This design comes from an exercise in tuning for small area on the open sky130 flow, not from production work. Function was checked by simulation only, so behaviour that the tests miss may differ from the original. The clock input has no modelled driver; a real chip could not lean on it and would need a root buffer or a full tree. Power is estimated from default activity; no workload was simulated.

==> module Scrambler, before the edit <==
module Scrambler(input clk, input rst, input bit_in, output scramb_bit);
	reg [6:0] st;
	wire [6:0] state = st ^ 7'b0101010;
	wire feedback = state[6] ^ state[3];
	assign scramb_bit = bit_in ^ feedback;
	always @(posedge clk)
	begin
		st[0] <= ~rst & feedback;
		st[1] <= rst | ~st[0];
		st[2] <= ~rst & ~st[1];
		st[3] <= rst | ~st[2];
		st[4] <= ~rst & ~st[3];
		st[5] <= rst | ~st[4];
		st[6] <= rst | ~st[5];       
	end
endmodule
==> module Interleaver, before the edit <==
module Interleaver(input clk, input rst, input in_bit, input [1:0] q,
                   input [3:0] b, input valid, output reg out_bit,
                   output [13:0] hist);
    reg [15:0] d0;    
    always @(posedge clk) begin
        d0[0] <= ~rst & in_bit;
        d0[1] <= rst | ~d0[0];
        d0[2] <= ~rst & ~d0[1];
        d0[3] <= rst | ~d0[2];
        d0[4] <= ~rst & ~d0[3];
        d0[5] <= rst | ~d0[4];
        d0[6] <= ~rst & ~d0[5];
        d0[7] <= rst | ~d0[6];
        d0[8] <= ~rst & ~d0[7];
        d0[9] <= rst | ~d0[8];
        d0[10] <= ~rst & ~d0[9];
        d0[11] <= rst | ~d0[10];
        d0[12] <= ~rst & ~d0[11];
        d0[13] <= rst | ~d0[12];
        d0[15:14] <= d0[14:13];
    end
    assign hist = d0[13:0] ^ 14'h2aaa;
    wire sel_s8_1 = (!b[3]);
    reg [7:0] line_s8_1;
    wire out_s8_1 = sel_s8_1 ? d0[15] : line_s8_1[7];
    wire li_s8_1 = sel_s8_1 ? line_s8_1[7] : d0[15];
    always @(posedge clk)
        line_s8_1 <= {line_s8_1[6:0], li_s8_1};
    wire sel_s8_2 = (q == 2'd0 && !b[0] && !b[1] && !b[2]) || (q == 2'd0 && !b[0] && b[1] && b[2]) || (q == 2'd0 && b[0] && b[1] && !b[2]) || (q == 2'd1 && !b[0] && !b[1] && b[2]) || (q == 2'd1 && b[0] && !b[1] && !b[2]) || (q == 2'd1 && b[0] && b[1] && b[2]) || (q == 2'd2 && !b[0] && b[1] && !b[2]) || (q == 2'd2 && b[0] && !b[1] && b[2]);
    reg [7:0] line_s8_2;
    wire out_s8_2 = sel_s8_2 ? out_s8_1 : line_s8_2[7];
    wire li_s8_2 = sel_s8_2 ? line_s8_2[7] : out_s8_1;
    always @(posedge clk)
        line_s8_2 <= {line_s8_2[6:0], li_s8_2};
    wire sel_s4_1 = (!b[2]);
    reg [3:0] line_s4_1;
    wire out_s4_1 = sel_s4_1 ? out_s8_2 : line_s4_1[3];
    wire li_s4_1 = sel_s4_1 ? line_s4_1[3] : out_s8_2;
    always @(posedge clk)
        line_s4_1 <= {line_s4_1[2:0], li_s4_1};
    wire sel_s4_2 = (q == 2'd0 && !b[0] && !b[1]) || (q == 2'd0 && b[0] && b[1]) || (q == 2'd1 && b[0] && !b[1]) || (q == 2'd2 && !b[0] && b[1]);
    reg [3:0] line_s4_2;
    wire out_s4_2 = sel_s4_2 ? out_s4_1 : line_s4_2[3];
    wire li_s4_2 = sel_s4_2 ? line_s4_2[3] : out_s4_1;
    always @(posedge clk)
        line_s4_2 <= {line_s4_2[2:0], li_s4_2};
    wire sel_s2_1 = (!b[1]);
    reg [1:0] line_s2_1;
    wire out_s2_1 = sel_s2_1 ? out_s4_2 : line_s2_1[1];
    wire li_s2_1 = sel_s2_1 ? line_s2_1[1] : out_s4_2;
    always @(posedge clk)
        line_s2_1 <= {line_s2_1[0:0], li_s2_1};
    wire sel_s2_2 = (q == 2'd0 && !b[0]) || (q == 2'd1 && b[0]);
    reg [1:0] line_s2_2;
    wire out_s2_2 = sel_s2_2 ? out_s2_1 : line_s2_2[1];
    wire li_s2_2 = sel_s2_2 ? line_s2_2[1] : out_s2_1;
    always @(posedge clk)
        line_s2_2 <= {line_s2_2[0:0], li_s2_2};
    wire sel_s1_1 = (!b[0]);
    reg line_s1_1;
    wire out_s1_1 = sel_s1_1 ? out_s2_2 : line_s1_1;
    wire li_s1_1 = sel_s1_1 ? line_s1_1 : out_s2_2;
    always @(posedge clk)
        line_s1_1 <= li_s1_1;
    wire sel_s1_2 = (q == 2'd0);
    reg line_s1_2;
    wire out_s1_2 = sel_s1_2 ? out_s1_1 : line_s1_2;
    wire li_s1_2 = sel_s1_2 ? line_s1_2 : out_s1_1;
    always @(posedge clk)
        line_s1_2 <= li_s1_2;
    reg [1:0] d1;
    always @(posedge clk)
        d1 <= {d1[0:0], out_s1_2};
    always @(posedge clk)
        out_bit <= valid & ~d1[1];    
endmodule
==> module wifi_tx, before the edit <==
module wifi_tx (
    input  wire clk,
    input  wire rst,         
    input  wire data_in,     
    output wire in_ready,
    output wire tx_bit
);
    reg [1:0] q;
    reg [3:0] b;
    reg       valid;         
    always @(posedge clk) begin
        if (rst) begin
            q     <= 2'd0;
            b     <= 4'd0;
            valid <= 1'b0;
        end else begin
            q <= {q[0], ~(q[1] | q[0])};
            b <= {b[3] ^ (b[2] & b[1] & b[0]), b[2] ^ (b[1] & b[0]),
                  b[1] ^ b[0], ~b[0]};
            if (q[1] && b == 4'd15)      
                valid <= 1'b1;
        end
    end
    assign in_ready = ~b[0];
    wire scramb_bit;
    wire coded;
    wire [13:0] hist;
    Scrambler u_scr (
        .clk(clk), .rst(rst),
        .bit_in(data_in), .scramb_bit(scramb_bit)
    );
    encoder u_enc (
        .en(in_ready), .in_bit(scramb_bit), .hist(hist), .coded(coded)
    );
    Interleaver u_int (
        .clk(clk), .rst(rst), .in_bit(coded), .q(q), .b(b),
        .valid(valid), .out_bit(tx_bit), .hist(hist)
    );
endmodule
clock: 5.0 ns
lec_check: 0
cap_margin: 20
core_margin: 2
core_utilization: 40
slew_margin: 20
standard.sh (not shown) runs the stock make flow with config.mk's settings and CLKGATE_MAP_FILE= SYNTH_SCRIPT=/design/flow/synth_recipe.tcl, a recipe that flattens the netlist after the stock synthesis.
==> flow/flow/run.sh <==
#!/bin/bash
# The standard layout (standard.sh), with three changes:
# - synthesis: the standard flow's synthesis script, but ABC maps the logic for area with
#   area.abc (no buffering or upsizing there) instead of ORFS's ABC script
#   (see abc_hook.tcl);
# - clock tree: four clkbuf_8 driven straight from the clock port, each
#   driving a quarter of the clock pins (cts_single.tcl replaces ORFS's
#   clock_tree_synthesis);
# - ports: buffered with buf_1 rather than the buffer ORFS picks.
# The whole output of the standard flow goes to standard.log here; ORFS's
# per-step logs are under orfs/logs/.
set -euo pipefail
here=$(pwd)
{ head -n 1 synth_recipe.tcl; cat flow/abc_hook.tcl; tail -n +2 synth_recipe.tcl; } > synth_area.tcl
export WIFI_ABC_SCRIPT="$here/flow/area.abc"
export CTS_GROUPS=4
export CTS_CELL=sky130_fd_sc_hd__clkbuf_8
export PRE_CTS_TCL="$here/flow/cts_single.tcl"
export BUFFER_PORTS_ARGS="-buffer_cell sky130_fd_sc_hd__buf_1"
bash standard.sh SYNTH_SCRIPT="$here/synth_area.tcl" finish > "$here/standard.log" 2>&1
Other scripts of this flow, unchanged in this note and not shown: flow/flow/abc_hook.tcl, flow/flow/area.abc, flow/flow/cts_single.tcl
Edit:
--- a/flow/design.v
+++ b/flow/design.v
@@ -1,48 +1,34 @@
 module Scrambler(input clk, input rst, input bit_in, output scramb_bit);
-	reg [6:0] st;
-	wire [6:0] state = st ^ 7'b0101010;
+	reg [6:0] state;
 	wire feedback = state[6] ^ state[3];
 	assign scramb_bit = bit_in ^ feedback;
-	always @(posedge clk)
+	always @(posedge clk, posedge rst)
 	begin
-		st[0] <= ~rst & feedback;
-		st[1] <= rst | ~st[0];
-		st[2] <= ~rst & ~st[1];
-		st[3] <= rst | ~st[2];
-		st[4] <= ~rst & ~st[3];
-		st[5] <= rst | ~st[4];
-		st[6] <= rst | ~st[5];       
+		if (rst)
+			state <= 7'b1000000;
+		else
+			state <= {state[5:0], feedback};
 	end
 endmodule
 module encoder(input en, input in_bit, input [13:0] hist, output coded);
     wire common = hist[3] ^ hist[4] ^ hist[11] ^ hist[12];
     assign coded = common ^ (en ? (in_bit ^ hist[8] ^ hist[13])
                                 : (hist[0] ^ hist[2] ^ hist[5] ^ hist[6] ^ hist[9]));
 endmodule
 module Interleaver(input clk, input rst, input in_bit, input [1:0] q,
                    input [3:0] b, input valid, output reg out_bit,
                    output [13:0] hist);
-    reg [15:0] d0;    
-    always @(posedge clk) begin
-        d0[0] <= ~rst & in_bit;
-        d0[1] <= rst | ~d0[0];
-        d0[2] <= ~rst & ~d0[1];
-        d0[3] <= rst | ~d0[2];
-        d0[4] <= ~rst & ~d0[3];
-        d0[5] <= rst | ~d0[4];
-        d0[6] <= ~rst & ~d0[5];
-        d0[7] <= rst | ~d0[6];
-        d0[8] <= ~rst & ~d0[7];
-        d0[9] <= rst | ~d0[8];
-        d0[10] <= ~rst & ~d0[9];
-        d0[11] <= rst | ~d0[10];
-        d0[12] <= ~rst & ~d0[11];
-        d0[13] <= rst | ~d0[12];
+    reg [15:0] d0;
+    always @(posedge clk, posedge rst)
+        if (rst)
+            d0[13:0] <= 14'd0;
+        else
+            d0[13:0] <= {d0[12:0], in_bit};
+    always @(posedge clk)
         d0[15:14] <= d0[14:13];
-    end
-    assign hist = d0[13:0] ^ 14'h2aaa;
+    assign hist = d0[13:0];
     wire sel_s8_1 = (!b[3]);
     reg [7:0] line_s8_1;
     wire out_s8_1 = sel_s8_1 ? d0[15] : line_s8_1[7];
     wire li_s8_1 = sel_s8_1 ? line_s8_1[7] : d0[15];
     always @(posedge clk)
@@ -91,11 +77,11 @@
         line_s1_2 <= li_s1_2;
     reg [1:0] d1;
     always @(posedge clk)
         d1 <= {d1[0:0], out_s1_2};
     always @(posedge clk)
-        out_bit <= valid & ~d1[1];    
+        out_bit <= valid & d1[1];
 endmodule
 module wifi_tx (
     input  wire clk,
     input  wire rst,         
     input  wire data_in,     
@@ -109,13 +95,12 @@
         if (rst) begin
             q     <= 2'd0;
             b     <= 4'd0;
             valid <= 1'b0;
         end else begin
-            q <= {q[0], ~(q[1] | q[0])};
-            b <= {b[3] ^ (b[2] & b[1] & b[0]), b[2] ^ (b[1] & b[0]),
-                  b[1] ^ b[0], ~b[0]};
+            q <= q[1] ? 2'd0 : q + 2'd1;
+            b <= b + 4'd1;
             if (q[1] && b == 4'd15)      
                 valid <= 1'b1;
         end
     end
     assign in_ready = ~b[0];
=>
- wire length went down by a little under a tenth
- area after synthesis went up by a few percent
- global-route usage went down by 1.1 points
- power went up by well over a third
- final area went up by a few percent
- via count went down by a little under a tenth
- worst setup slack is worse by 0.081 ns
- critical path depth stays the same
No run of this note takes its clock network from TritonCTS; it comes from the design's own scripts or RTL.

==> afterwards: timing with drivers on the ports <==
No port has a modelled driver above. Below, the same layouts with a new extraction and two added sets of constraints. Step 1, drivers: a clkbuf_16 drives clk and a buf_2 each remaining input, both assumed. Step 2, shift: input delay + t, output delay - t, t = (earliest + latest rising clock arrival at the registers) / 2. This alone moves slack from input paths to output paths. a / b / c = ideal / step 1 / step 2; a / b = the first two.
run	t (ns)	setup slack, ns	latest minus earliest clock arrival (ns)	slew at the worst register clock pin (ns)	cell pins on the clock port's net
the first run	0.202	1.585 / 1.585 / 1.585	0.009 / 0.008	0.10 / 0.10	4
the second run	0.197	1.504 / 1.504 / 1.504	0.009 / 0.010	0.09 / 0.09	4
After both steps setup and hold are still met in every run listed.
